Source: an optimization exercise on an open RTL-to-GDS flow (aim: small area and a short achievable clock period). Production flows keep margins and buffers that such runs may drop.
At most, simulation tests tie the RTL to the original design; equivalence was not proved.
For run 7, only the layout was checked, not whether the RTL still works.
Power and IR drop assume default switching activity.

$ cat design/flow/config.mk
export PLATFORM = sky130hd
export DESIGN_NAME = alu
export DESIGN_NICKNAME = alu
export VERILOG_FILES = /design/flow/design.v
export SDC_FILE = /design/flow/constraint.sdc
export NUM_CORES = 4
export LEC_CHECK = 0
export ABC_AREA = 1
export CAP_MARGIN = 20
export CORE_MARGIN = 2
export CORE_UTILIZATION = 40
export SETUP_SLACK_MARGIN = 3.2
export SLEW_MARGIN = 20
$ cat design/flow/constraint.sdc
create_clock -name core_clock -period 5.5 [get_ports {FPUCLK}]
set_input_delay 1.1000 -clock core_clock [delete_from_list [all_inputs] [get_ports {FPUCLK}]]
set_output_delay 1.1000 -clock core_clock [all_outputs]
set_load 0.01 [all_outputs]
$ cat design/flow/design.v
module alu(
		input  FPUCLK,
		input  [31:0] A, B,
		input  [2:0]  CTRL,
		output [31:0] OUT
	);
	wire        v_in = (CTRL[2:1] == 2'b00);
	wire [31:0] ca = {A[30:0], 1'b0}, cb = {B[30:0], 1'b0};
	wire [31:0] cg0 = ca & ~cb, cl0 = ~ca & cb;
	wire [15:0] cg1, cl1;
	wire [7:0]  cg2, cl2;
	wire [3:0]  cg3, cl3;
	wire [1:0]  cg4, cl4;
	genvar ci;
	generate
		for (ci = 0; ci < 16; ci = ci + 1) begin : c1
			assign cg1[ci] = cg0[2*ci+1] | (~cl0[2*ci+1] & cg0[2*ci]);
			assign cl1[ci] = cl0[2*ci+1] | (~cg0[2*ci+1] & cl0[2*ci]);
		end
		for (ci = 0; ci < 8; ci = ci + 1) begin : c2
			assign cg2[ci] = cg1[2*ci+1] | (~cl1[2*ci+1] & cg1[2*ci]);
			assign cl2[ci] = cl1[2*ci+1] | (~cg1[2*ci+1] & cl1[2*ci]);
		end
		for (ci = 0; ci < 4; ci = ci + 1) begin : c3
			assign cg3[ci] = cg2[2*ci+1] | (~cl2[2*ci+1] & cg2[2*ci]);
			assign cl3[ci] = cl2[2*ci+1] | (~cg2[2*ci+1] & cl2[2*ci]);
		end
		for (ci = 0; ci < 2; ci = ci + 1) begin : c4
			assign cg4[ci] = cg3[2*ci+1] | (~cl3[2*ci+1] & cg3[2*ci]);
			assign cl4[ci] = cl3[2*ci+1] | (~cg3[2*ci+1] & cl3[2*ci]);
		end
	endgenerate
	wire        agb  = ~(cl4[1] | (~cg4[1] & cl4[0]));	 
	wire        ageb = ~cl3[3];					 
	wire [7:0]  dab  = A[30:23] - B[30:23];
	wire [7:0]  dba  = B[30:23] - A[30:23];
	wire [7:0]  d    = ageb ? dab : dba;
	wire [4:0]  d5   = (d[7:5] != 3'b000) ? 5'd31 : d[4:0];
	reg  [22:0] ma0, mb0;
	reg  [7:0]  e0;
	reg  [4:0]  d0;
	reg         sa0, sb0, agb0, nagb0, v0;
	always @(posedge FPUCLK) begin
		ma0  <= A[22:0];
		mb0  <= B[22:0];
		e0   <= ageb ? A[30:23] : B[30:23];
		d0   <= d5;
		sa0  <= A[31];
		sb0  <= B[31] ^ CTRL[0];		 
		agb0 <= agb;
		nagb0 <= ~agb;			 
		v0   <= v_in;
	end
	wire [22:0] x1  = agb0 ? ma0 : mb0;	 
	wire [22:0] y1  = nagb0 ? ma0 : mb0;	 
	wire        sub = sa0 ^ sb0;
	wire [23:0] ys1 = {1'b1, y1} >> d0;
	reg  [22:0] xm1;
	reg  [23:0] ym1;
	reg  [7:0]  e1;
	reg         s1, sub1, v1;
	always @(posedge FPUCLK) begin
		xm1  <= x1;
		ym1  <= ys1 ^ {24{sub}};
		e1   <= e0;
		s1   <= agb0 ? sa0 : sb0;
		sub1 <= sub;
		v1   <= v0;
	end
	wire [25:0] sum2 = {2'b01, xm1, 1'b1} + {1'b0, ym1, sub1};
	wire [24:0] r2   = {sum2[25] & ~sub1, sum2[24:1]};
	reg  [24:0] r2q;
	reg  [7:0]  e2;
	reg         s2, v2;
	always @(posedge FPUCLK) begin
		r2q <= r2;
		e2  <= e1 + 8'd2;			 
		s2  <= s1;
		v2  <= v1;
	end
	wire [31:0] lz_in = {r2q, 7'b0};
	wire [15:0] v_1;  wire [15:0] p_1;
	wire [7:0]  v_2;  wire [15:0] p_2;
	wire [3:0]  v_4;  wire [11:0] p_4;
	wire [1:0]  v_8;  wire [7:0]  p_8;
	wire [4:0]  n3;
	genvar gi;
	generate
		for (gi = 0; gi < 16; gi = gi + 1) begin : l1
			assign v_1[gi] = lz_in[2*gi+1] | lz_in[2*gi];
			assign p_1[gi] = ~lz_in[2*gi+1];
		end
		for (gi = 0; gi < 8; gi = gi + 1) begin : l2
			assign v_2[gi] = v_1[2*gi+1] | v_1[2*gi];
			assign p_2[2*gi+1:2*gi] = v_1[2*gi+1] ? {1'b0, p_1[2*gi+1]} : {1'b1, p_1[2*gi]};
		end
		for (gi = 0; gi < 4; gi = gi + 1) begin : l4
			assign v_4[gi] = v_2[2*gi+1] | v_2[2*gi];
			assign p_4[3*gi+2:3*gi] = v_2[2*gi+1] ? {1'b0, p_2[4*gi+3:4*gi+2]} : {1'b1, p_2[4*gi+1:4*gi]};
		end
		for (gi = 0; gi < 2; gi = gi + 1) begin : l8
			assign v_8[gi] = v_4[2*gi+1] | v_4[2*gi];
			assign p_8[4*gi+3:4*gi] = v_4[2*gi+1] ? {1'b0, p_4[6*gi+5:6*gi+3]} : {1'b1, p_4[6*gi+2:6*gi]};
		end
	endgenerate
	assign n3 = v_8[1] ? {1'b0, p_8[7:4]} : {1'b1, p_8[3:0]};
	wire [24:0] t16 = n3[4] ? {r2q[8:0], 16'b0} : r2q;
	wire [24:0] t8  = n3[3] ? {t16[16:0], 8'b0} : t16;
	wire [24:0] t4  = n3[2] ? {t8[20:0], 4'b0}  : t8;
	wire [24:0] t2  = n3[1] ? {t4[22:0], 2'b0}  : t4;
	wire [24:0] t1  = n3[0] ? {t2[23:0], 1'b0}  : t2;
	wire [7:0]  e3  = e2 + {3'b111, ~n3};
	wire        zero = ~(v_8[1] | v_8[0]);		 
	reg  [31:0] res3;
	reg         z3;
	always @(posedge FPUCLK) begin
		if (v2) begin
			res3 <= {s2, e3, t1[23:1]};
			z3   <= zero;
		end
	end
	assign OUT = {res3[31:23] & {9{~z3}}, res3[22:0]};
endmodule
$ cat design/flow/flow/run.sh
#!/bin/bash
set -euo pipefail
bash standard.sh \
  "BUFFER_PORTS_ARGS=-buffer_cell sky130_fd_sc_hd__buf_2" \
  finish > make_finish.log 2>&1
$ cat design/flow/standard.sh
#!/bin/bash
# synth_recipe.tcl (not shown) runs the flow's synth.tcl, then flattens the netlist and writes it again
# the make line also repeats each setting of config.mk as NAME=value (left out here)
make -C /OpenROAD-flow-scripts/flow DESIGN_CONFIG=/design/flow/config.mk WORK_HOME=/design/flow/orfs CLKGATE_MAP_FILE= SYNTH_SCRIPT=/design/flow/synth_recipe.tcl "${@:-finish}"
==> results of run 1 <==
[cell usage in the layout, fill, tap and decap left out, types with 10 or more instances in the layout]
| master | n |
|---|---|
| inv_1 | 150 |
| o211ai_1 | 16 |
| ha_1 | 31 |
| o21ai_1 | 17 |
| inv_2 | 11 |
| nor3_1 | 11 |
| o21ai_0 | 91 |
| a21oi_1 | 53 |
| nand3_1 | 187 |
| xnor2_1 | 13 |
| nor2_1 | 79 |
| ha_4 | 10 |
| nand2_1 | 391 |
| buf_4 | 26 |
| nand2_2 | 16 |
| buf_2 | 95 |
| dfxtp_1 | 146 |
| clkbuf_16 | 17 |
| edfxtp_1 | 33 |
| xor2_1 | 44 |
[worst paths after layout]
check | startpoint | to | cells past startpoint
setup / recovery | z3 | OUT[29] | 3
setup reg to reg | r2q[14] | res3[29] | 18
hold reg to reg | e0[6] | e1[6] | 0
hold / removal | e0[6] | e1[6] | 0
[power by group]
group / total (mW) / switching, mW / internal [mW]
Sequential: 2.04 / 0.222 / 1.82
Combinational: 2.61 / 1.67 / 0.942
Clock: 1.20 / 0.527 / 0.671
[flip-flops by register name, summed over array words and instances (netlist names), 5 cells and up]
register and count:
ma0 23, e2 8, ym1 24, r2q 25, e0 8, xm1 23, d0 5, res3 32
mb0 23, e1 8
[area by class of cell]
cell class	instances	area [um^2]	area share, %
multi-input combinational	1078	6020	47.8
sequential	190	4150	33.0
inverter	172	696	5.52
timing repair inverter	3	23.8	0.189
clock buffer	19	433	3.44
tap	341	427	3.39
clock inverter	11	135	1.07
timing repair buffer	125	716	5.68
[per-layer routing]
layer	routed length (um)	GRT usage, %
met1	12200	23.1
met2	13200	34.1
met3	912	2.97
met4	459	5.40
met5	0	0
[stage by stage]
stage	hold slack, ps	total power, mW	area, um^2	util [%]	cells
2_1_floorplan	310	3.91	11000	-	1514
3_3_place_gp	312	4.43	11500	43.0	1880
3_5_place_dp	312	4.43	11500	43.0	1880
4_1_cts	324	5.72	12200	45.7	1924
5_1_grt	327	6.31	12600	47.2	1939
6_report	325	5.85	12600	47.2	1939
[critical path: cells and delay by family, from the launching register on]
family	cells	cell delay, ps
flip-flops	1	410
buffers and inverters	2	290
AND/OR/NAND/NOR	1	100
[timing repair]
action,4_1_cts,5_1_grt
setup buffers,11,12
gates resized for setup,28,83
setup endpoints to repair,70,62
hold buffers,0,0
pin swaps,11,27
endpoints found under the hold margin,0,0
cloned,3,3
[cells by family (layout without fill, tap and decap cells)]
group | Yosys count | after routing
flip-flops | 190 | 190
AO/OA/AOI/OAI | 234 | 234
multiplexers | 3 | 3
AND/OR/NAND/NOR | 733 | 736
XOR/XNOR | 57 | 57
adder cells (fa/ha/maj) | 48 | 48
buffers and inverters | 249 | 330
==> key figures, run 1 <==
CTS
  • CTS Buf Count: 17
  • Maximum clock insertion buffer count: 2
  • # clock sinks: 190
  • Max H-tree Level: 4
  • CTS tree: yes
  • CTS clock-pin slew for the worst setup and hold paths: 60 ps
  • Worst skew pair latency: 430 ps
  • Root buffer cell: clkbuf_16

Final layout
  • Filler instances: 2,727
  • Nets: 1,703
  • P&R area growth vs syn: 16.4%
  • Share of cells above drive strength 1: 17.4%
  • N_diodes: 0

Yosys
  • Main combinational cell family by area after synthesis: simple AND/OR/NAND/NOR gates
  • Number of synthesized flops with an enable pin: 33
  • Async set-reset flop share out of synthesis: 0%
  • Synth cell types: 51
  • #FFs+latches synth: 190
  • Adder-cell share of the synthesized area: 5.76%
  • Synthesis Warnings: 1
  • Most frequent cell after synthesis: nand2_1
  • Syn Nets: 1,630
  • Synth top area cells: dfxtp_1 (29%), nand2_1 (14%), edfxtp_1 (9.2%)
  • Main synth FF type: dfxtp_1
  • Post-synthesis xor/xnor area fraction: 4.61%
  • Netlist Area Pre-Place: 0.0108 mm^2
  • Synth top cells by count: nand2_1 (405), nand3_1 (191), inv_1 (166)
  • Synth Area in Compound Gates: 12.3%
  • Seq/Total Area, Yosys: 38.2%
  • Cells after Synth: 1,514
  • Post-synth top area share: 29.0%
  • Syn Area/Cell: 7.15 um^2
  • Post-synthesis mux area share: 0.301%
  • Cell taking the most area after synthesis: dfxtp_1
  • Simple-gate share of the synthesized area: 28.9%

Floorplan
  • Die Wd: 169 um
  • Initial Util: 40.5%
  • I/O pins: 100
  • Die area: 0.0284 mm^2
  • Die H: 169 um
  • Core box area: 0.0267 mm^2
  • # rows: 60

Hold path
  • Hold Path Class: reg2reg

Detailed routing
  • Wirelength per Cell: 13.8 um
  • DRT antenna net count: 0
  • Via-to-Cell Ratio: 4.98
  • Vias: 9,664
  • DRC: 0
  • Router iterations before antenna repair: 5
  • Initial DRC Count: 665
  • Final wirelength: 26,700 um

Worst setup path
  • Crit start category: flip-flop
  • Data required, critical path: 4400 ps
  • WS Path Type: reg2out
  • Slowest-stage cell, CP: edfxtp_1
  • CP Capture Type: primary output
  • Critical Path Max Stage Delay: 410 ps
  • Reg-to-reg slack, setup: 3290 ps
  • Worst-path maximum fanout: 7
  • CP arrival: 1230 ps
  • Cell chain of the critical path: buf_6 -> nor2_1 -> buf_2

GRT
  • Initial antenna violation count: 0
  • Total Routing Usage GR: 18.8%
  • Pin count of the biggest net entering global routing: 47
  • Overflow after GRT: 0
  • Global-route wire length before repair: 43,700 um
  • Vias in the first global route: 9,164

STA
  • Max Clock Skew: 12.8 ps
  • Final hold vios: 0
  • Slew @ Worst Pin: 744 ps
  • Final number of setup-violating endpoints: 0
  • RSZ-0062 raised after global routing: true
  • Relative slew slack: 50.3%
  • Tcrit/Tclk final: 42.3%
  • Max Clock Freq: 429 MHz
  • Setup TNS after final layout: 0 ps
  • Period minus WS final: 2330 ps
  • Slew Viols, Final: 0
  • Setup ws final: 3170 ps

Pwr
  • Pwr per Cell Area: 464 mW/mm^2
  • Leak Pwr: 5.94 nW
  • Max VDD drop: 0.000252 V

Place
  • Post-detail-place hpwl: 20,600 um
  • Post-Place Worst Slack: 2480 ps
  • RD Place Congestion: 0.938
  • Port Buffers: 99

Flow run
  • Max Cap Violations: 0

Outcome
  • Outcome: timing/DRC/antenna clean
==> run 2: changes to the inputs <==
--- a/design/flow/config.mk
+++ b/design/flow/config.mk
@@ -9,5 +9,5 @@
 export CAP_MARGIN = 20
 export CORE_MARGIN = 2
-export CORE_UTILIZATION = 40
-export SETUP_SLACK_MARGIN = 3.2
+export CORE_UTILIZATION = 50
+export SETUP_SLACK_MARGIN = 3.1
 export SLEW_MARGIN = 20
==> key figures, run 2 <==
Yosys
  • Seq/Total Area, Yosys: 38.2% (unchanged)
  • Syn Nets: 1,630 (unchanged)
  • Synthesis Warnings: 1 (unchanged)
  • Cells after Synth: 1,514 (unchanged)
  • Netlist Area Pre-Place: 0.0108 mm^2 (unchanged)
  • Async set-reset flop share out of synthesis: 0% (unchanged)
  • Number of synthesized flops with an enable pin: 33 (unchanged)
  • Synth cell types: 51 (unchanged)
  • Cell taking the most area after synthesis: dfxtp_1
  • Most frequent cell after synthesis: nand2_1
  • Post-synth top area share: 29.0% (unchanged)
  • Synth top area cells: dfxtp_1 (29%), nand2_1 (14%), edfxtp_1 (9.2%)
  • Syn Area/Cell: 7.15 um^2 (unchanged)
  • Synth top cells by count: nand2_1 (405), nand3_1 (191), inv_1 (166)
  • Main synth FF type: dfxtp_1
  • #FFs+latches synth: 190 (unchanged)

CTS
  • Hold Buf Count CTS: 0 (unchanged)
  • CTS tree: yes
  • CTS Buf Count: 17 (unchanged)
  • Max H-tree Level: 4 (unchanged)
  • CTS clock-pin slew for the worst setup and hold paths: 70 ps (about the same)
  • Root buffer cell: clkbuf_16
  • Maximum clock insertion buffer count: 2 (unchanged)
  • Worst skew pair latency: 440 ps (about the same)
  • # clock sinks: 190 (unchanged)

Detailed routing
  • Initial DRC Count: 648 (-2.6%)
  • DRT antenna net count: 0 (unchanged)
  • Final wirelength: 27,600 um (+3.3%)
  • Wirelength per Cell: 14.6 um (+6.0%)
  • Vias: 9,839 (+1.8%)
  • DRC: 0 (unchanged)
  • Via-to-Cell Ratio: 5.21 (+4.5%)
  • Router iterations before antenna repair: 6 (+1)

STA
  • Tcrit/Tclk final: 42.4% (+0.10 points)
  • Setup TNS after final layout: 0 ps (unchanged)
  • Final number of setup-violating endpoints: 0 (unchanged)
  • RSZ-0062 raised after global routing: true
  • Max Clock Skew: 12.5 ps (-0.293 ps)
  • Slew Viols, Final: 0 (unchanged)
  • Relative slew slack: 49.9% (-0.41 points)
  • Final hold vios: 0 (unchanged)
  • Slew @ Worst Pin: 750 ps (+5.91 ps)
  • Fin Hold WS: 328 ps (+2.55 ps)
  • Period minus WS final: 2330 ps (+5.60 ps)
  • Max Clock Freq: 428 MHz (-0.24%)

Worst setup path
  • Top delay family on crit path: flip-flops
  • CP Capture Type: primary output
  • Cell chain of the critical path: buf_6 -> nor2_1 -> buf_2
  • Data required, critical path: 4400 ps (about the same)
  • Crit start category: flip-flop
  • Worst-path maximum fanout: 9 (+2)
  • Critical path depth in cells: 3 (unchanged)
  • CP arrival: 1230 ps (about the same)
  • Critical Path Max Stage Delay: 380 ps (-30 ps)
  • WS Path Type: reg2out
  • Slowest-stage cell, CP: edfxtp_1
  • Crit path buf inv count: 2 (unchanged)
  • FF-to-FF path depth: 17 (-1)

Place
  • Port Buffers: 99 (unchanged)
  • Placed cell count: 1,816 (-3.4%)
  • RD Place Congestion: 0.902 (-3.8%)
  • Post-detail-place hpwl: 21,000 um (+1.7%)

Final layout
  • Commonest non-fill, non-tap cells in the layout: nand2_1 (392), nand3_1 (190), inv_1 (156), dfxtp_1 (147), buf_2 (99)
  • Share of cells above drive strength 1: 16.7% (-0.66 points)
  • Biggest regs: res3: 32 flops, r2q: 25 flops, ym1: 24 flops
  • Nets: 1,716 (+0.76%)
  • Largest Register: res3
  • Commonest non-fill, non-tap cell in the layout: nand2_1
  • Largest register FFs: 32 (unchanged)
  • Filler instances: 2,028 (-26%)
  • Fin cells: 1,889 (-2.6%)
  • P&R area growth vs syn: 14.9%

Floorplan
  • Initial Util: 51.2% (+11 points)
  • Core box area: 0.0212 mm^2 (-21%)
  • I/O pins: 100 (unchanged)
  • # rows: 53 (-12%)
  • Die H: 151 um (-10%)
  • Die area: 0.0228 mm^2 (-20%)
  • Die Wd: 151 um (-10%)

GRT
  • Vias in the first global route: 8,779 (-4.2%)
  • Total Routing Usage GR: 24.2% (+5.4 points)
  • Overflow after GRT: 0 (unchanged)
  • Initial antenna violation count: 2 (+2)
  • Global-route wire length before repair: 43,100 um (-1.2%)
  • Pin count of the biggest net entering global routing: 47 (unchanged)

Pwr
  • Max VDD drop: 0.000223 V (-12%)
  • Leak Pwr: 6.03 nW (+1.5%)
  • Pwr per Cell Area: 475 mW/mm^2 (+2.4%)

Hold path
  • Hold Path Class: reg2reg
  • Hold path depth: 0 (unchanged)

Flow run
  • Max Cap Violations: 0 (unchanged)

Outcome
  • Outcome: timing/DRC/antenna clean
-- run 2: kinds of logic (layout without fill, tap and decap cells) --
kind of cell / count (synthesis) / after routing / share of synthesized area, %
and+or+nand+nor: 733 / 737 / 28.9
other: 0 / 1 / 0
xor gates and xnor gates: 57 / 57 / 4.61
AOI/OAI and AO/OA: 234 / 234 / 12.3
DFF: 190 / 190 / 38.2
adders and majority gates: 48 / 48 / 5.76
buffers and inverters: 249 / 344 / 9.92
muxes: 3 / 3 / 0.301
-- run 2: worst paths after layout --
path	start	end	slack (ps)
worst min register to register	v0	v1	330
worst max register to register	r2q[19]	res3[29]	3180
worst min-delay path	v0	v1	330
worst max-delay path	z3	OUT[27]	3170
-- run 2: routing by layer --
layer | track usage (%) | part of all wire (%) | up-vias
met3 | 4.67 | 5.6 | 45
met1 | 33.6 | 47 | 4404
met5 | 0 | 0.065 | -
met2 | 38.5 | 45 | 302
li1 | - | - | 5086
met4 | 7.24 | 1.9 | 2
-- run 2: final cells by class --
class | instances | area [um^2] | area share (%)
Sequential cell | 190 | 4150 | 33.4
Multi-Input combinational cell | 1079 | 5880 | 47.3
Antenna cell | 1 | 2.50 | 0.0201
Inverter | 172 | 676 | 5.43
Timing Repair inverter | 2 | 16.3 | 0.131
Clock inverter | 13 | 121 | 0.976
Tap cell | 275 | 344 | 2.77
Clock buffer | 19 | 454 | 3.65
Timing Repair Buffer | 138 | 796 | 6.40
-- run 2: through the flow --
step | area, um^2 | setup WS (ps) | total power, mW | util, %
floorplan | 11000 | 3100 | 3.90 | -
global placement | 11400 | 2460 | 4.45 | 53.8
detailed placement | 11400 | 2390 | 4.46 | 53.8
CTS | 12100 | 3030 | 5.74 | 57.1
global route | 12400 | 3060 | 6.34 | 58.8
finish | 12400 | 3170 | 5.91 | 58.8
-- run 2: where the power goes --
part	switching (mW)	total, mW	internal [mW]	leakage (nW)
registers	0.206	2.03	1.82	1.63
clock network	0.580	1.20	0.624	0.281
logic	1.71	2.68	0.972	4.12
-- run 2: repair_timing --
action	CTS	global route
gates resized for setup	17	50
setup endpoints to repair	55	52
gates cloned	3	3
buffers inserted	10	24
pin swaps	11	19
==> run 3: changes to the inputs <==
--- a/design/flow/config.mk
+++ b/design/flow/config.mk
@@ -9,5 +9,5 @@
 export CAP_MARGIN = 20
 export CORE_MARGIN = 2
-export CORE_UTILIZATION = 50
+export CORE_UTILIZATION = 40
 export SETUP_SLACK_MARGIN = 3.1
 export SLEW_MARGIN = 20
==> key figures, run 3 <==
Final layout
  • Largest register FFs: 32 (unchanged)
  • N_diodes: 0 (-1)
  • Nets: 1,697 (-1.1%)
  • P&R area growth vs syn: 14.3%
  • Commonest non-fill, non-tap cells in the layout: nand2_1 (393), nand3_1 (190), inv_1 (155), dfxtp_1 (149), buf_2 (99)
  • Filler instances: 2,725 (+34%)
  • Share of cells above drive strength 1: 15.3% (-1.5 points)
  • Commonest non-fill, non-tap cell in the layout: nand2_1
  • Fin cells: 1,934 (+2.4%)
  • Largest Register: res3
  • Biggest regs: res3: 32 flops, r2q: 25 flops, ym1: 24 flops

Hold path
  • Hold endpoint: v1
  • Hold Path Class: reg2reg
  • Hold path depth: 0 (unchanged)
  • Hold Path Origin: v0

Detailed routing
  • DRC: 0 (unchanged)
  • DRT antenna net count: 0 (unchanged)
  • Wirelength per Cell: 13.6 um (-6.9%)
  • Final wirelength: 26,300 um (-4.7%)
  • Vias: 9,637 (-2.1%)
  • Initial DRC Count: 592 (-8.6%)
  • Router iterations before antenna repair: 5 (-1)
  • Via-to-Cell Ratio: 4.98 (-4.3%)

GRT
  • Vias in the first global route: 8,842 (+0.72%)
  • Initial antenna violation count: 0 (-2)
  • Global-route wire length before repair: 43,000 um (-0.24%)
  • Pin count of the biggest net entering global routing: 47 (unchanged)
  • Total Routing Usage GR: 18.6% (-5.6 points)
  • Overflow after GRT: 0 (unchanged)

STA
  • Final number of setup-violating endpoints: 0 (unchanged)
  • Final hold vios: 0 (unchanged)
  • Slew Viols, Final: 0 (unchanged)
  • RSZ-0062 raised after global routing: true
  • Max Clock Skew: 14.0 ps (+1.50 ps)
  • Relative slew slack: 50.4% (+0.50 points)
  • Tcrit/Tclk final: 42.6% (+0.14 points)
  • Max Clock Freq: 427 MHz (-0.33%)
  • Slew @ Worst Pin: 743 ps (-7.26 ps)
  • Setup TNS after final layout: 0 ps (unchanged)
  • Period minus WS final: 2340 ps (+7.67 ps)

Yosys
  • Netlist Area Pre-Place: 0.0108 mm^2 (unchanged)
  • Post-synth top area share: 29.0% (unchanged)
  • Syn Nets: 1,630 (unchanged)
  • Most frequent cell after synthesis: nand2_1
  • Synthesis Warnings: 1 (unchanged)
  • Main synth FF type: dfxtp_1
  • Syn Area/Cell: 7.15 um^2 (unchanged)
  • #FFs+latches synth: 190 (unchanged)
  • Seq/Total Area, Yosys: 38.2% (unchanged)
  • Cells after Synth: 1,514 (unchanged)
  • Synth cell types: 51 (unchanged)
  • Synth top cells by count: nand2_1 (405), nand3_1 (191), inv_1 (166)
  • Async set-reset flop share out of synthesis: 0% (unchanged)
  • Number of synthesized flops with an enable pin: 33 (unchanged)
  • Synth top area cells: dfxtp_1 (29%), nand2_1 (14%), edfxtp_1 (9.2%)
  • Cell taking the most area after synthesis: dfxtp_1

CTS
  • CTS clock-pin slew for the worst setup and hold paths: 70 ps (about the same)
  • Hold Buf Count CTS: 0 (unchanged)
  • Worst skew pair latency: 440 ps (about the same)
  • CTS tree: yes
  • Maximum clock insertion buffer count: 2 (unchanged)
  • Max H-tree Level: 4 (unchanged)
  • CTS Buf Count: 17 (unchanged)
  • # clock sinks: 190 (unchanged)
  • Root buffer cell: clkbuf_16

Worst setup path
  • Reg-to-reg slack, setup: 3170 ps (about the same)
  • CP Capture Type: primary output
  • Crit start category: flip-flop
  • FF-to-FF path depth: 15 (-2)
  • Data required, critical path: 4400 ps (about the same)
  • Crit path buf inv count: 2 (unchanged)
  • WS Path Type: reg2out
  • Worst-path maximum fanout: 2 (-7)
  • CP arrival: 1240 ps (about the same)
  • Cell chain of the critical path: buf_4 -> nor2_1 -> buf_2
  • R2r endpoint: res3[29]
  • Critical Path Max Stage Delay: 400 ps (+20 ps)
  • Top delay family on crit path: flip-flops
  • Worst r2r src: r2q[6]
  • Slowest-stage cell, CP: edfxtp_1
  • CP Launch Point: z3

Place
  • Post-detail-place hpwl: 20,600 um (-1.9%)
  • Port Buffers: 99 (unchanged)
  • RD Place Congestion: 0.896 (-0.65%)
  • Placed cell count: 1,880 (+3.5%)

Floorplan
  • Die H: 169 um (+11%)
  • # rows: 60 (+13%)
  • I/O pins: 100 (unchanged)
  • Die area: 0.0284 mm^2 (+24%)
  • Core box area: 0.0267 mm^2 (+26%)
  • Die Wd: 169 um (+11%)
  • Initial Util: 40.5% (-11 points)

Pwr
  • Total Power: 5.83 mW (-1.5%)
  • Pwr per Cell Area: 471 mW/mm^2 (-0.94%)
  • Leak Pwr: 5.92 nW (-1.7%)
  • Max VDD drop: 0.000200 V (-10%)

Outcome
  • Outcome: timing/DRC/antenna clean

Flow run
  • Max Cap Violations: 0 (unchanged)
## run 3: kinds of logic (layout without fill, tap and decap cells)
family          after synthesis  count (layout)  share of synthesized area, %
buf+inv                     249             324                          9.92
simple gates                733             737                          28.9
compound gates              234             234                          12.3
xor+xnor                     57              57                          4.61
fa+ha+maj                    48              48                          5.76
mux                           3               3                         0.301
flops                       190             190                          38.2
## run 3: report_power, final
part | internal (mW) | total (mW) | switching [mW]
Sequential | 1.82 | 2.03 | 0.217
Clock | 0.730 | 1.26 | 0.531
Combinational | 0.907 | 2.53 | 1.62
Total | 3.45 | 5.83 | 2.37
## run 3: final cells by class
cell class	count	area, um^2	share of cell area [%]
multi-input cells	1079	5860	47.3
flip-flops and latches	190	4150	33.5
inverters	172	673	5.44
repair buffers	119	649	5.25
clock buffers	19	443	3.58
well taps	341	427	3.45
clock inverters	12	161	1.30
repair inverters	2	15.0	0.121
## run 3: layer usage
metal	up-vias	wire length [um]	GRT usage (%)
met3	55	1010	2.83
met5	-	0	0
li1	5046	-	-
met2	236	12500	32.6
met1	4300	12000	23.3
met4	0	826	6.97
## run 3: worst max-delay path by stage
stage                    end  depth (start not counted)
detailed placement  res3[29]                         18
floorplan              d0[0]                         11
global route        res3[29]                         13
CTS                 res3[29]                         16
finish               OUT[28]                          3
global placement    res3[29]                         18
## run 3: stage by stage
step                      area (um^2)  setup WS (ps)  hold WS [ps]  util [%]
after floorplan                 11000           3100           310         -
after global placement          11400           2470           313      42.8
after detailed placement        11400           2440           312      42.8
after CTS                       12200           3080           326      45.5
after global routing            12400           3020           341      46.3
final                           12400           3160           327      46.3
## run 3: repair_timing
item | 4_1_cts | 5_1_grt
endpoints found under the setup margin | 56 | 44
cloned | 3 | 3
resized for setup | 14 | 48
setup buffers | 7 | 10
pin swaps | 8 | 10
==> run 4: changes to the inputs <==
==> design/flow/flow/run.sh (replaced) <==
#!/bin/bash
set -euo pipefail
bash standard.sh \
  "BUFFER_PORTS_ARGS=-buffer_cell sky130_fd_sc_hd__buf_1" \
  finish > make_finish.log 2>&1
==> key figures, run 4 <==
Outcome
  • Outcome: timing/DRC/antenna clean

Place
  • Post-detail-place hpwl: 20,400 um (-0.69%)
  • Port Buffers: 99 (unchanged)
  • RD Place Congestion: 0.929 (+3.6%)
  • Area after DPL: 0.0113 mm^2 (-1.1%)
  • Placed cell count: 1,880 (unchanged)

Yosys
  • Cells after Synth: 1,514 (unchanged)
  • Main synth FF type: dfxtp_1
  • Synth cell types: 51 (unchanged)
  • Syn Area/Cell: 7.15 um^2 (unchanged)
  • Seq/Total Area, Yosys: 38.2% (unchanged)
  • Syn Nets: 1,630 (unchanged)
  • Synthesis Warnings: 1 (unchanged)
  • Synth top cells by count: nand2_1 (405), nand3_1 (191), inv_1 (166)
  • Async set-reset flop share out of synthesis: 0% (unchanged)
  • Most frequent cell after synthesis: nand2_1
  • Cell taking the most area after synthesis: dfxtp_1
  • Post-synth top area share: 29.0% (unchanged)
  • #FFs+latches synth: 190 (unchanged)
  • Synth top area cells: dfxtp_1 (29%), nand2_1 (14%), edfxtp_1 (9.2%)
  • Number of synthesized flops with an enable pin: 33 (unchanged)
  • Netlist Area Pre-Place: 0.0108 mm^2 (unchanged)

Floorplan
  • I/O pins: 100 (unchanged)
  • # rows: 60 (unchanged)
  • Die H: 169 um (unchanged)
  • Die area: 0.0284 mm^2 (unchanged)
  • Initial Util: 40.5% (unchanged)
  • Die Wd: 169 um (unchanged)
  • Core box area: 0.0267 mm^2 (unchanged)

Hold path
  • Hold Path Class: reg2reg

CTS
  • CTS tree: yes
  • Root buffer cell: clkbuf_16
  • # clock sinks: 190 (unchanged)
  • CTS clock-pin slew for the worst setup and hold paths: 70 ps (about the same)
  • Worst skew pair latency: 440 ps (about the same)
  • Max H-tree Level: 4 (unchanged)
  • Maximum clock insertion buffer count: 2 (unchanged)
  • CTS Buf Count: 17 (unchanged)

Worst setup path
  • Data required, critical path: 4400 ps (about the same)
  • CP arrival: 1230 ps (about the same)
  • Reg-to-reg slack, setup: 3210 ps (+40 ps)
  • Crit start category: flip-flop
  • Worst-path maximum fanout: 9 (+7)
  • CP Capture Type: primary output
  • WS Path Type: reg2out

Detailed routing
  • DRT antenna net count: 0 (unchanged)
  • Vias: 9,663 (+0.27%)
  • Final wirelength: 26,700 um (+1.3%)
  • Wirelength per Cell: 13.7 um (+0.96%)
  • DRC: 0 (unchanged)
  • Initial DRC Count: 559 (-5.6%)
  • Router iterations before antenna repair: 5 (unchanged)
  • Via-to-Cell Ratio: 4.98 (about the same)

STA
  • Final number of setup-violating endpoints: 0 (unchanged)
  • Relative slew slack: 50.7% (+0.27 points)
  • Period minus WS final: 2330 ps (-16.1 ps)
  • Max Clock Freq: 430 MHz (+0.69%)
  • Setup TNS after final layout: 0 ps (unchanged)
  • Final hold vios: 0 (unchanged)
  • Max Clock Skew: 17.6 ps (+3.61 ps)
  • RSZ-0062 raised after global routing: true
  • Tcrit/Tclk final: 42.3% (-0.29 points)
  • Slew @ Worst Pin: 739 ps (-4.07 ps)
  • Slew Viols, Final: 0 (unchanged)

Pwr
  • Total Power: 5.81 mW (-0.29%)
  • Pwr per Cell Area: 471 mW/mm^2 (about the same)
  • Max VDD drop: 0.000191 V (-4.5%)
  • Leak Pwr: 5.73 nW (-3.2%)

GRT
  • Global-route wire length before repair: 42,600 um (-1.0%)
  • Vias in the first global route: 8,833 (-0.10%)
  • Overflow after GRT: 0 (unchanged)
  • Initial antenna violation count: 0 (unchanged)
  • Pin count of the biggest net entering global routing: 47 (unchanged)
  • Total Routing Usage GR: 18.5% (-0.14 points)

Final layout
  • Commonest non-fill, non-tap cell in the layout: nand2_1
  • N_diodes: 0 (unchanged)
  • Layout Utilization: 46.2% (-0.14 points)
  • Nets: 1,704 (+0.41%)
  • Biggest regs: res3: 32 flops, r2q: 25 flops, ym1: 24 flops
  • Commonest non-fill, non-tap cells in the layout: nand2_1 (392), nand3_1 (190), inv_1 (156), dfxtp_1 (146), o21ai_0 (96)
  • Fin cells: 1,941 (+0.36%)
  • P&R area growth vs syn: 14.0%
  • Largest Register: res3
  • Design Area, Final: 0.0123 mm^2 (-0.30%)
  • Share of cells above drive strength 1: 10.4% (-4.9 points)
  • Largest register FFs: 32 (unchanged)

Flow run
  • Max Cap Violations: 0 (unchanged)
run 4: cell count changes in the layout (fill, tap and decap cells not counted), moves of 5 or more:
cell,previous run,this run
buf_2,99,0
buf_1,0,91
clkbuf_2,0,8
buf_4,19,26
inv_6,2,7
run 4: where the power goes:
part	switching [mW]	total (mW)	internal [mW]
clock network	0.564	1.20	0.637
registers	0.223	2.04	1.82
logic	1.66	2.57	0.902
total	2.45	5.81	3.36
run 4: critical path, stage by stage, from the launching register on:
cell	delay (ps)
edfxtp_1	360
buf_4	170
nor2_1	110
buf_1	150
run 4: per-stage QoR:
step	hold WS [ps]	setup WS, ps
final	329	3170
after floorplan	310	3100
after CTS	328	3060
after global routing	340	3040
after detailed placement	312	2420
after global placement	314	2490
run 4: per-layer routing:
metal	global-route usage [%]	up-vias	wire length [um]
met4	5.55	0	532
met2	32.2	218	13000
met1	23.6	4348	12300
met3	3.06	35	850
met5	0	-	0
li1	-	5062	-
run 4: path summary, 6_finish.rpt:
path / from / end / depth (start not counted)
worst max register to register: r2q[14] / res3[25] / 15
worst min register to register: v0 / v1 / 0
worst min-delay path: v0 / v1 / 0
worst max-delay path: z3 / OUT[23] / 3
run 4: cell families (layout without fill, tap and decap cells):
logic type               after synthesis  count (layout)  synth area share (%)
AO/OA/AOI/OAI                        234             234                  12.3
AND/OR/NAND/NOR                      733             737                  28.9
buffers and inverters                249             331                  9.92
flip-flops                           190             190                  38.2
XOR/XNOR                              57              57                  4.61
adder cells (fa/ha/maj)               48              48                  5.76
multiplexers                           3               3                 0.301
run 4: cell type report:
cell class	instances	area (um^2)
timing repair buffer	125	577
multi-input combinational	1079	5910
timing repair inverter	3	23.8
clock inverter	12	111
clock buffer	19	464
fill	2797	14400
tap	341	427
sequential	190	4150
inverter	172	673
run 4: repair_timing:
| item | in CTS | in global routing |
|---|---|---|
| endpoints found under the setup margin | 64 | 47 |
| pin swaps | 7 | 22 |
| hold buffers | 0 | 0 |
| gates resized for setup | 14 | 65 |
| buffers inserted | 7 | 16 |
| hold endpoints to repair | 0 | 0 |
| gates cloned | 2 | 5 |
==> run 5: changes to the inputs <==
--- a/design/flow/config.mk
+++ b/design/flow/config.mk
@@ -7,4 +7,5 @@
 export LEC_CHECK = 0
 export ABC_AREA = 1
+export ABC_CLOCK_PERIOD_IN_PS = 2000
 export CAP_MARGIN = 20
 export CORE_MARGIN = 2
==> key figures, run 5 <==
Yosys
  • Cells after Synth: 1,514 (unchanged)
  • Most frequent cell after synthesis: nand2_1
  • Syn Area/Cell: 7.15 um^2 (unchanged)
  • Number of synthesized flops with an enable pin: 33 (unchanged)
  • Synth top area cells: dfxtp_1 (29%), nand2_1 (14%), edfxtp_1 (9.2%)
  • Synth top cells by count: nand2_1 (405), nand3_1 (191), inv_1 (166)
  • #FFs+latches synth: 190 (unchanged)
  • Seq/Total Area, Yosys: 38.2% (unchanged)
  • Async set-reset flop share out of synthesis: 0% (unchanged)
  • Synth cell types: 51 (unchanged)
  • Cell taking the most area after synthesis: dfxtp_1
  • Netlist Area Pre-Place: 0.0108 mm^2 (unchanged)
  • Post-synth top area share: 29.0% (unchanged)
  • Main synth FF type: dfxtp_1
  • Synthesis Warnings: 1 (unchanged)
  • Syn Nets: 1,630 (unchanged)

Hold path
  • Hold Path Class: reg2reg
  • Hold Path Origin: v0
  • Hold path depth: 0 (unchanged)
  • Hold endpoint: v1

Detailed routing
  • Via-to-Cell Ratio: 4.98 (unchanged)
  • Final wirelength: 26,700 um (unchanged)
  • Vias: 9,663 (unchanged)
  • DRT antenna net count: 0 (unchanged)
  • DRC: 0 (unchanged)
  • Wirelength per Cell: 13.7 um (unchanged)
  • Initial DRC Count: 559 (unchanged)
  • Router iterations before antenna repair: 5 (unchanged)

STA
  • Relative slew slack: 50.7% (unchanged)
  • Slew Viols, Final: 0 (unchanged)
  • Slew @ Worst Pin: 739 ps (unchanged)
  • Final number of setup-violating endpoints: 0 (unchanged)
  • Final hold vios: 0 (unchanged)
  • Max Clock Skew: 17.6 ps (unchanged)
  • Period minus WS final: 2330 ps (unchanged)
  • RSZ-0062 raised after global routing: true
  • Fin Hold WS: 329 ps (unchanged)
  • Tcrit/Tclk final: 42.3% (unchanged)
  • Setup ws final: 3170 ps (unchanged)
  • Max Clock Freq: 430 MHz (unchanged)
  • Setup TNS after final layout: 0 ps (unchanged)

Final layout
  • Fin cells: 1,941 (unchanged)
  • Biggest regs: res3: 32 flops, r2q: 25 flops, ym1: 24 flops
  • P&R area growth vs syn: 14.0% (unchanged)
  • Largest Register: res3
  • Layout Utilization: 46.2% (unchanged)
  • Nets: 1,704 (unchanged)
  • Commonest non-fill, non-tap cell in the layout: nand2_1
  • Share of cells above drive strength 1: 10.4% (unchanged)
  • Largest register FFs: 32 (unchanged)
  • Commonest non-fill, non-tap cells in the layout: nand2_1 (392), nand3_1 (190), inv_1 (156), dfxtp_1 (146), o21ai_0 (96)
  • N_diodes: 0 (unchanged)
  • Design Area, Final: 0.0123 mm^2 (unchanged)

CTS
  • CTS clock-pin slew for the worst setup and hold paths: 70 ps (about the same)
  • Worst skew pair latency: 440 ps (about the same)
  • # clock sinks: 190 (unchanged)
  • Max H-tree Level: 4 (unchanged)
  • CTS tree: yes
  • CTS Buf Count: 17 (unchanged)
  • Maximum clock insertion buffer count: 2 (unchanged)
  • Root buffer cell: clkbuf_16

GRT
  • Pin count of the biggest net entering global routing: 47 (unchanged)
  • Initial antenna violation count: 0 (unchanged)
  • Global-route wire length before repair: 42,600 um (unchanged)
  • Total Routing Usage GR: 18.5% (unchanged)
  • Overflow after GRT: 0 (unchanged)
  • Vias in the first global route: 8,833 (unchanged)

Floorplan
  • Die Wd: 169 um (unchanged)
  • # rows: 60 (unchanged)
  • I/O pins: 100 (unchanged)
  • Die H: 169 um (unchanged)
  • Core box area: 0.0267 mm^2 (unchanged)
  • Initial Util: 40.5% (unchanged)
  • Die area: 0.0284 mm^2 (unchanged)

Worst setup path
  • CP arrival: 1230 ps (about the same)
  • Reg-to-reg slack, setup: 3210 ps (about the same)
  • Slowest-stage cell, CP: edfxtp_1
  • Cell chain of the critical path: buf_4 -> nor2_1 -> buf_1
  • WS Path Type: reg2out
  • Worst r2r src: r2q[14]
  • FF-to-FF path depth: 15 (unchanged)
  • CP Capture Type: primary output
  • Worst-path maximum fanout: 9 (unchanged)
  • R2r endpoint: res3[25]
  • Critical Path Max Stage Delay: 360 ps (about the same)
  • Crit start category: flip-flop
  • Data required, critical path: 4400 ps (about the same)

Place
  • Post-detail-place hpwl: 20,400 um (unchanged)
  • Post-Place Worst Slack: 2420 ps (unchanged)
  • Placed cell count: 1,880 (unchanged)
  • Area after DPL: 0.0113 mm^2 (unchanged)
  • RD Place Congestion: 0.929 (unchanged)
  • Port Buffers: 99 (unchanged)

Pwr
  • Total Power: 5.81 mW (unchanged)
  • Pwr per Cell Area: 471 mW/mm^2 (unchanged)
  • Max VDD drop: 0.000191 V (unchanged)
  • Leak Pwr: 5.73 nW (unchanged)

Outcome
  • Outcome: timing/DRC/antenna clean

Flow run
  • Max Cap Violations: 0 (unchanged)
-- run 5: worst max-delay path, delay by kind of cell, from the launching register on --
family / cells / cell delay (ps)
buf+inv: 2 / 320
simple gates: 1 / 110
flops: 1 / 360
-- run 5: cell families after synthesis --
kind of cell    share of synthesized area, %
compound gates                          12.3
xor+xnor                                4.61
fa+ha+maj                               5.76
buf+inv                                 9.92
flops                                   38.2
mux                                    0.301
simple gates                            28.9
-- run 5: cell type report --
cell class / instances / area (um^2)
Timing Repair Buffer: 125 / 577
Fill cell: 2797 / 14400
Clock inverter: 12 / 111
Multi-Input combinational cell: 1079 / 5910
Clock buffer: 19 / 464
Inverter: 172 / 673
Timing Repair inverter: 3 / 23.8
Sequential cell: 190 / 4150
Tap cell: 341 / 427
-- run 5: how the worst max path moves through the flow --
stage | from | end | slack [ps] | cells after the start
after global placement | r2q[21] | res3[29] | 2490 | 18
after floorplan | B[23] | d0[0] | 3100 | 11
after CTS | r2q[23] | res3[29] | 3060 | 17
after global routing | r2q[16] | res3[29] | 3040 | 17
after detailed placement | r2q[17] | res3[29] | 2420 | 18
final | z3 | OUT[23] | 3170 | 3
-- run 5: per-layer routing --
layer / vias to the layer above / track usage, % / wire length (um)
met5: - / 0 / 0
met4: 0 / 5.55 / 532
met3: 35 / 3.06 / 850
met2: 218 / 32.2 / 13000
met1: 4348 / 23.6 / 12300
li1: 5062 / - / -
-- run 5: report_power, final --
part / internal, mW / total, mW / leakage [nW] / switching, mW
sequential: 1.82 / 2.04 / 1.63 / 0.223
clock: 0.637 / 1.20 / 0.288 / 0.564
combinational: 0.902 / 2.57 / 3.82 / 1.66
total: 3.36 / 5.81 / 5.73 / 2.45
-- run 5: what timing repair did --
action,4_1_cts,5_1_grt
cloned,2,5
resized for setup,14,65
hold buffers,0,0
setup endpoints to repair,64,47
setup buffers,7,16
pin swaps,7,22
==> run 6: changes to the inputs <==
--- a/design/flow/config.mk
+++ b/design/flow/config.mk
@@ -7,5 +7,5 @@
 export LEC_CHECK = 0
 export ABC_AREA = 1
-export ABC_CLOCK_PERIOD_IN_PS = 2000
+export ABC_CLOCK_PERIOD_IN_PS = 1600
 export CAP_MARGIN = 20
 export CORE_MARGIN = 2
==> key figures, run 6 <==
Outcome
  • Outcome: timing/DRC/antenna clean

Final layout
  • Share of cells above drive strength 1: 10.4% (unchanged)
  • Commonest non-fill, non-tap cell in the layout: nand2_1
  • Biggest regs: res3: 32 flops, r2q: 25 flops, ym1: 24 flops
  • Commonest non-fill, non-tap cells in the layout: nand2_1 (392), nand3_1 (190), inv_1 (156), dfxtp_1 (146), o21ai_0 (96)
  • Layout Utilization: 46.2% (unchanged)
  • P&R area growth vs syn: 14.0% (unchanged)
  • Nets: 1,704 (unchanged)
  • Largest Register: res3
  • N_diodes: 0 (unchanged)
  • Largest register FFs: 32 (unchanged)

Yosys
  • Synth top cells by count: nand2_1 (405), nand3_1 (191), inv_1 (166)
  • Syn Nets: 1,630 (unchanged)
  • Async set-reset flop share out of synthesis: 0% (unchanged)
  • Number of synthesized flops with an enable pin: 33 (unchanged)
  • #FFs+latches synth: 190 (unchanged)
  • Post-synth top area share: 29.0% (unchanged)
  • Synth top area cells: dfxtp_1 (29%), nand2_1 (14%), edfxtp_1 (9.2%)
  • Main synth FF type: dfxtp_1
  • Seq/Total Area, Yosys: 38.2% (unchanged)
  • Netlist Area Pre-Place: 0.0108 mm^2 (unchanged)
  • Syn Area/Cell: 7.15 um^2 (unchanged)
  • Most frequent cell after synthesis: nand2_1
  • Cells after Synth: 1,514 (unchanged)
  • Cell taking the most area after synthesis: dfxtp_1
  • Synthesis Warnings: 1 (unchanged)
  • Synth cell types: 51 (unchanged)

Worst setup path
  • Cell chain of the critical path: buf_4 -> nor2_1 -> buf_1
  • Crit start category: flip-flop
  • CP arrival: 1230 ps (about the same)
  • WS Path Type: reg2out
  • CP Capture Type: primary output
  • Worst-path maximum fanout: 9 (unchanged)
  • Data required, critical path: 4400 ps (about the same)
  • Crit path buf inv count: 2 (unchanged)
  • Slowest-stage cell, CP: edfxtp_1
  • Critical Path Max Stage Delay: 360 ps (about the same)
  • Top delay family on crit path: flip-flops

STA
  • Tcrit/Tclk final: 42.3% (unchanged)
  • Final hold vios: 0 (unchanged)
  • Setup TNS after final layout: 0 ps (unchanged)
  • Relative slew slack: 50.7% (unchanged)
  • Slew Viols, Final: 0 (unchanged)
  • Max Clock Skew: 17.6 ps (unchanged)
  • Max Clock Freq: 430 MHz (unchanged)
  • Period minus WS final: 2330 ps (unchanged)
  • Slew @ Worst Pin: 739 ps (unchanged)
  • RSZ-0062 raised after global routing: true
  • Final number of setup-violating endpoints: 0 (unchanged)

Detailed routing
  • Final wirelength: 26,700 um (unchanged)
  • Initial DRC Count: 559 (unchanged)
  • Via-to-Cell Ratio: 4.98 (unchanged)
  • Router iterations before antenna repair: 5 (unchanged)
  • Wirelength per Cell: 13.7 um (unchanged)
  • Vias: 9,663 (unchanged)
  • DRC: 0 (unchanged)
  • DRT antenna net count: 0 (unchanged)

CTS
  • CTS tree: yes
  • Root buffer cell: clkbuf_16
  • CTS clock-pin slew for the worst setup and hold paths: 70 ps (about the same)
  • Worst skew pair latency: 440 ps (about the same)
  • # clock sinks: 190 (unchanged)
  • CTS Buf Count: 17 (unchanged)
  • Maximum clock insertion buffer count: 2 (unchanged)
  • Max H-tree Level: 4 (unchanged)

Place
  • Port Buffers: 99 (unchanged)
  • Post-detail-place hpwl: 20,400 um (unchanged)
  • RD Place Congestion: 0.929 (unchanged)

Pwr
  • Pwr per Cell Area: 471 mW/mm^2 (unchanged)
  • Total Power: 5.81 mW (unchanged)
  • Leak Pwr: 5.73 nW (unchanged)
  • Max VDD drop: 0.000191 V (unchanged)

Floorplan
  • Die area: 0.0284 mm^2 (unchanged)
  • Core box area: 0.0267 mm^2 (unchanged)
  • Die Wd: 169 um (unchanged)
  • Initial Util: 40.5% (unchanged)
  • Die H: 169 um (unchanged)
  • # rows: 60 (unchanged)
  • I/O pins: 100 (unchanged)

GRT
  • Initial antenna violation count: 0 (unchanged)
  • Pin count of the biggest net entering global routing: 47 (unchanged)
  • Vias in the first global route: 8,833 (unchanged)
  • Total Routing Usage GR: 18.5% (unchanged)
  • Overflow after GRT: 0 (unchanged)
  • Global-route wire length before repair: 42,600 um (unchanged)

Flow run
  • Max Cap Violations: 0 (unchanged)

Hold path
  • Hold Path Class: reg2reg
==> run 6: cell counts after synthesis <==
No cell type changed its count.
==> run 6: final cells by class <==
type	instances	area [um^2]
timing repair buffer	125	577
fill	2797	14400
inverter	172	673
multi-input combinational	1079	5910
clock inverter	12	111
timing repair inverter	3	23.8
tap	341	427
sequential	190	4150
clock buffer	19	464
==> run 6: metal layers <==
layer,track usage [%],up-vias,part of all wire [%]
li1,-,5062,-
met1,23.6,4348,46
met2,32.2,218,49
met3,3.06,35,3.2
met4,5.55,0,2.0
met5,0,-,0
==> run 6: metrics by stage <==
stage / hold WS (ps) / std cells / cell area [um^2] / setup slack [ps]
finish: 329 / 1941 / 12300 / 3170
global route: 340 / 1941 / 12300 / 3040
CTS: 328 / 1920 / 12000 / 3060
detailed placement: 312 / 1880 / 11300 / 2420
global placement: 314 / 1880 / 11300 / 2490
floorplan: 310 / 1514 / 11000 / 3100
==> run 6: final timing paths <==
path / start / endpoint / slack, ps / cells after the start
min: v0 / v1 / 330 / 0
min reg2reg: v0 / v1 / 330 / 0
max reg2reg: r2q[14] / res3[25] / 3210 / 15
max: z3 / OUT[23] / 3170 / 3
==> run 6: where the power goes <==
group / switching, mW / leakage [nW] / internal (mW) / total [mW]
clock network: 0.564 / 0.288 / 0.637 / 1.20
registers: 0.223 / 1.63 / 1.82 / 2.04
logic: 1.66 / 3.82 / 0.902 / 2.57
total: 2.45 / 5.73 / 3.36 / 5.81
==> run 6: cell families after synthesis <==
| group | share of synthesized area [%] |
|---|---|
| AOI/OAI and AO/OA | 12.3 |
| xor gates and xnor gates | 4.61 |
| adders and majority gates | 5.76 |
| buffers and inverters | 9.92 |
| DFF | 38.2 |
| muxes | 0.301 |
| and+or+nand+nor | 28.9 |
==> run 6: what timing repair did <==
| item | CTS | global route |
|---|---|---|
| pin swaps | 7 | 22 |
| gates resized for setup | 14 | 65 |
| buffers inserted | 7 | 16 |
| setup endpoints to repair | 64 | 47 |
| hold buffers | 0 | 0 |
| gates cloned | 2 | 5 |
==> run 7: changes to the inputs <==
--- a/design/flow/design.v
+++ b/design/flow/design.v
@@ -3,5 +3,5 @@
 		input  [31:0] A, B,
 		input  [2:0]  CTRL,
-		output [31:0] OUT
+		output reg [31:0] OUT
 	);
 	wire        v_in = (CTRL[2:1] == 2'b00);
@@ -110,14 +110,24 @@
 	wire [24:0] t2  = n3[1] ? {t4[22:0], 2'b0}  : t4;
 	wire [24:0] t1  = n3[0] ? {t2[23:0], 1'b0}  : t2;
-	wire [7:0]  e3  = e2 + {3'b111, ~n3};
+	wire [3:0]  elo = {1'b0, e2[2:0]} + {1'b0, ~n3[2:0]};
+	wire [4:0]  u0  = e2[7:3] - 5'd4;
+	wire [4:0]  u1  = e2[7:3] - 5'd3;
+	wire [4:0]  u2  = e2[7:3] - 5'd2;
+	wire [4:0]  u3  = e2[7:3] - 5'd1;
+	wire [4:0]  u4  = e2[7:3];
+	reg  [4:0]  ehi0, ehi1;		 
+	always @(*) begin
+		case (~n3[4:3])
+			2'd0: begin ehi0 = u0; ehi1 = u1; end
+			2'd1: begin ehi0 = u1; ehi1 = u2; end
+			2'd2: begin ehi0 = u2; ehi1 = u3; end
+			default: begin ehi0 = u3; ehi1 = u4; end
+		endcase
+	end
+	wire [7:0]  e3  = {elo[3] ? ehi1 : ehi0, elo[2:0]};
 	wire        zero = ~(v_8[1] | v_8[0]);		 
-	reg  [31:0] res3;
-	reg         z3;
 	always @(posedge FPUCLK) begin
-		if (v2) begin
-			res3 <= {s2, e3, t1[23:1]};
-			z3   <= zero;
-		end
+		if (v2)
+			OUT <= {s2 & ~zero, e3 & {8{~zero}}, t1[23:1]};
 	end
-	assign OUT = {res3[31:23] & {9{~z3}}, res3[22:0]};
 endmodule
==> design/flow/flow/run.sh (replaced) <==
#!/bin/bash
set -euo pipefail
bash standard.sh \
  "BUFFER_PORTS_ARGS=-buffer_cell sky130_fd_sc_hd__buf_2" \
  finish > make_finish.log 2>&1
--- a/design/flow/config.mk
+++ b/design/flow/config.mk
@@ -7,8 +7,7 @@
 export LEC_CHECK = 0
 export ABC_AREA = 1
-export ABC_CLOCK_PERIOD_IN_PS = 1600
 export CAP_MARGIN = 20
 export CORE_MARGIN = 2
 export CORE_UTILIZATION = 40
-export SETUP_SLACK_MARGIN = 3.1
+export SETUP_SLACK_MARGIN = 3.0
 export SLEW_MARGIN = 20
==> key figures, run 7 <==
Floorplan
  • Initial Util: 40.3% (-0.18 points)
  • Die area: 0.0291 mm^2 (+2.6%)
  • # rows: 61 (+1.7%)
  • I/O pins: 100 (unchanged)
  • Die H: 171 um (+1.3%)
  • Core box area: 0.0276 mm^2 (+3.1%)
  • Die Wd: 171 um (+1.3%)

Yosys
  • Seq/Total Area, Yosys: 36.9% (-1.2 points)
  • Netlist Area Pre-Place: 0.0111 mm^2 (+2.6%)
  • Number of synthesized flops with an enable pin: 32 (-3.0%)
  • Main synth FF type: dfxtp_1
  • Post-synth top area share: 28.3% (-0.74 points)
  • #FFs+latches synth: 189 (-0.53%)
  • Async set-reset flop share out of synthesis: 0% (unchanged)
  • Syn Area/Cell: 7.19 um^2 (+0.63%)
  • Synthesis Warnings: 1 (unchanged)
  • Most frequent cell after synthesis: nand2_1
  • Cell taking the most area after synthesis: dfxtp_1
  • Synth cell types: 45 (-12%)
  • Syn Nets: 1,667 (+2.3%)
  • Synth top cells by count: nand2_1 (428), nand3_1 (265), dfxtp_1 (157)
  • Cells after Synth: 1,544 (+2.0%)
  • Synth top area cells: dfxtp_1 (28%), nand2_1 (14%), nand3_1 (12%)

CTS
  • # clock sinks: 189 (-0.53%)
  • CTS tree: yes
  • Hold Buf Count CTS: 0 (unchanged)
  • Max H-tree Level: 4 (unchanged)
  • CTS clock-pin slew for the worst setup and hold paths: 70 ps (about the same)
  • Root buffer cell: clkbuf_16
  • Maximum clock insertion buffer count: 2 (unchanged)
  • Worst skew pair latency: 430 ps (about the same)
  • CTS Buf Count: 17 (unchanged)

Detailed routing
  • Final wirelength: 28,500 um (+6.8%)
  • Via-to-Cell Ratio: 5.06 (+1.6%)
  • Vias: 10,319 (+6.8%)
  • Initial DRC Count: 766 (+37%)
  • Router iterations before antenna repair: 6 (+1)
  • DRC: 0 (unchanged)
  • Wirelength per Cell: 14.0 um (+1.6%)
  • DRT antenna net count: 0 (unchanged)

Place
  • Placed cell count: 1,970 (+4.8%)
  • Area after DPL: 0.0118 mm^2 (+4.1%)
  • Post-Place Worst Slack: 1940 ps (-478 ps)
  • Post-detail-place hpwl: 21,500 um (+5.4%)
  • Port Buffers: 99 (unchanged)
  • RD Place Congestion: 0.894 (-3.8%)

STA
  • Relative slew slack: 27.8% (-23 points)
  • Final hold vios: 0 (unchanged)
  • Final number of setup-violating endpoints: 0 (unchanged)
  • RSZ-0062 raised after global routing: true
  • Period minus WS final: 2530 ps (+202 ps)
  • Max Clock Freq: 396 MHz (-8.0%)
  • Setup TNS after final layout: 0 ps (unchanged)
  • Setup ws final: 2970 ps (-202 ps)
  • Slew @ Worst Pin: 1080 ps (+342 ps)
  • Max Clock Skew: 12.4 ps (-5.18 ps)
  • Slew Viols, Final: 0 (unchanged)
  • Tcrit/Tclk final: 46.0% (+3.7 points)
  • Fin Hold WS: 329 ps (-0.390 ps)

Worst setup path
  • Worst r2r src: r2q[20]
  • R2r endpoint: OUT[26]
  • Data required, critical path: 5790 ps (+1390 ps)
  • CP Capture Type: flip-flop
  • Worst-path maximum fanout: 5 (-4)
  • WS Path Type: reg2reg
  • Crit start category: flip-flop
  • Reg-to-reg slack, setup: 2970 ps (-240 ps)
  • CP arrival: 2820 ps (+1590 ps)
  • FF-to-FF path depth: 12 (-3)

Pwr
  • Leak Pwr: 6.05 nW (+5.4%)
  • Pwr per Cell Area: 463 mW/mm^2 (-1.7%)
  • Total Power: 5.94 mW (+2.2%)
  • Max VDD drop: 0.000235 V (+23%)

GRT
  • Total Routing Usage GR: 19.6% (+1.1 points)
  • Initial antenna violation count: 0 (unchanged)
  • Vias in the first global route: 9,575 (+8.4%)
  • Global-route wire length before repair: 46,100 um (+8.3%)
  • Pin count of the biggest net entering global routing: 33 (-30%)
  • Overflow after GRT: 0 (unchanged)

Final layout
  • Biggest regs: OUT: 32 flops, r2q: 25 flops, ym1: 24 flops
  • Largest Register: OUT
  • Nets: 1,772 (+4.0%)
  • Commonest non-fill, non-tap cells in the layout: nand2_1 (422), nand3_1 (265), dfxtp_1 (153), inv_1 (126), buf_2 (99)
  • Commonest non-fill, non-tap cell in the layout: nand2_1
  • Layout Utilization: 46.5% (+0.38 points)
  • Fin cells: 2,040 (+5.1%)
  • N_diodes: 0 (unchanged)
  • Design Area, Final: 0.0128 mm^2 (+3.9%)
  • Largest register FFs: 32 (unchanged)
  • P&R area growth vs syn: 15.4%
  • Share of cells above drive strength 1: 15.7% (+5.3 points)

Flow run
  • Max Cap Violations: 0 (unchanged)

Hold path
  • Hold path depth: 0 (unchanged)
  • Hold Path Class: reg2reg
  • Hold Path Origin: v0
  • Hold endpoint: v1

Outcome
  • Outcome: timing/DRC/antenna clean
-- run 7: cell count changes after synthesis, sizes merged, moves of 7 or more --
cell,change
o21ai,-36
nand2,+22
nor2,+7
o211ai,-17
nand3,+75
buf,-15
mux2,+20
inv,-32
clkbuf,-8
-- run 7: routing by layer --
layer | GRT usage [%] | part of all wire, % | routed length, um
met1 | 24.5 | 45 | 12800
met2 | 33.9 | 48 | 13600
met3 | 2.64 | 3.7 | 1050
met4 | 8.10 | 3.3 | 941
met5 | 0 | 0 | 0
-- run 7: worst max-delay path by stage --
stage	startpoint	end	slack [ps]	cells past startpoint
finish	r2q[20]	OUT[26]	2970	12
global route	r2q[20]	OUT[29]	2900	17
CTS	d0[1]	ym1[3]	3000	9
detailed placement	r2q[21]	OUT[26]	1940	15
global placement	r2q[21]	OUT[29]	1980	16
floorplan	A[27]	d0[0]	3000	11
-- run 7: layout make-up --
class                   instances  area (um^2)
inverters                     139          548
clock buffers                  20          457
multi-input cells            1168         6350
well taps                     378          473
fillers                      2761        14700
clock inverters                12          121
repair buffers                131          739
repair inverters                3         18.8
flip-flops and latches        189         4110
-- run 7: worst max-delay path, cell delays in order (launching register included) --
cell and delay (ps):
dfxtp_1 330, nor2_2 130, nand2_2 90, buf_4 160
o21ai_1 370, inv_1 190, nand2_4 100, ha_1 240
inv_1 110, o21ai_4 90, xor2_1 170, or2_2 290
a21oi_2 120
-- run 7: where the power goes --
part	switching [mW]	internal, mW
logic	1.71	1.00
registers	0.228	1.80
clock network	0.563	0.628
total	2.50	3.43
-- run 7: cells by family after synthesis --
family | count (synthesis) | share of synthesized area, %
AO/OA/AOI/OAI | 181 | 9.03
XOR/XNOR | 63 | 4.97
adder cells (fa/ha/maj) | 55 | 6.47
buffers and inverters | 193 | 7.59
flip-flops | 189 | 36.9
multiplexers | 22 | 2.23
AND/OR/NAND/NOR | 841 | 32.8
-- run 7: what timing repair did --
item / in CTS / in global routing
buffers inserted: 20 / 9
endpoints found under the setup margin: 59 / 55
pin swaps: 10 / 13
cloned: 6 / 3
gates resized for setup: 30 / 25

-- separate check: timing with driven ports --
Ports are ideal in the flow. The routed layouts listed here were re-timed in OpenROAD.
Step 1 assumes that a clkbuf_16 drives the clock port and a buf_2 every other input.
Step 2 times the ports against the registers' clock, not the clock port: input delays grow and output delays shrink by t, the midpoint of the rising clock arrivals with the driver on.
a / b / c = ideal / step 1 / step 2; a / b = the first two.
run | t (ns) | slack for setup (ns) | hold slack, ns | worst setup path after step 2
run 1 | 0.471 | 3.171 / 3.125 / 2.819 | 0.325 / 0.325 / 0.325 | input to register
run 2 | 0.487 | 3.165 / 3.116 / 2.743 | 0.328 / 0.328 / 0.328 | input to register
run 3 | 0.476 | 3.158 / 3.112 / 2.752 | 0.327 / 0.327 / 0.327 | input to register
run 4 | 0.482 | 3.174 / 3.126 / 2.718 | 0.329 / 0.329 / 0.329 | input to register
run 5 | 0.482 | 3.174 / 3.126 / 2.718 | 0.329 / 0.329 / 0.329 | input to register
run 6 | 0.482 | 3.174 / 3.126 / 2.718 | 0.329 / 0.329 / 0.329 | input to register
run 7 | 0.473 | 2.972 / 2.972 / 2.655 | 0.329 / 0.329 / 0.329 | input to register
After both steps setup and hold are still met in every run listed.
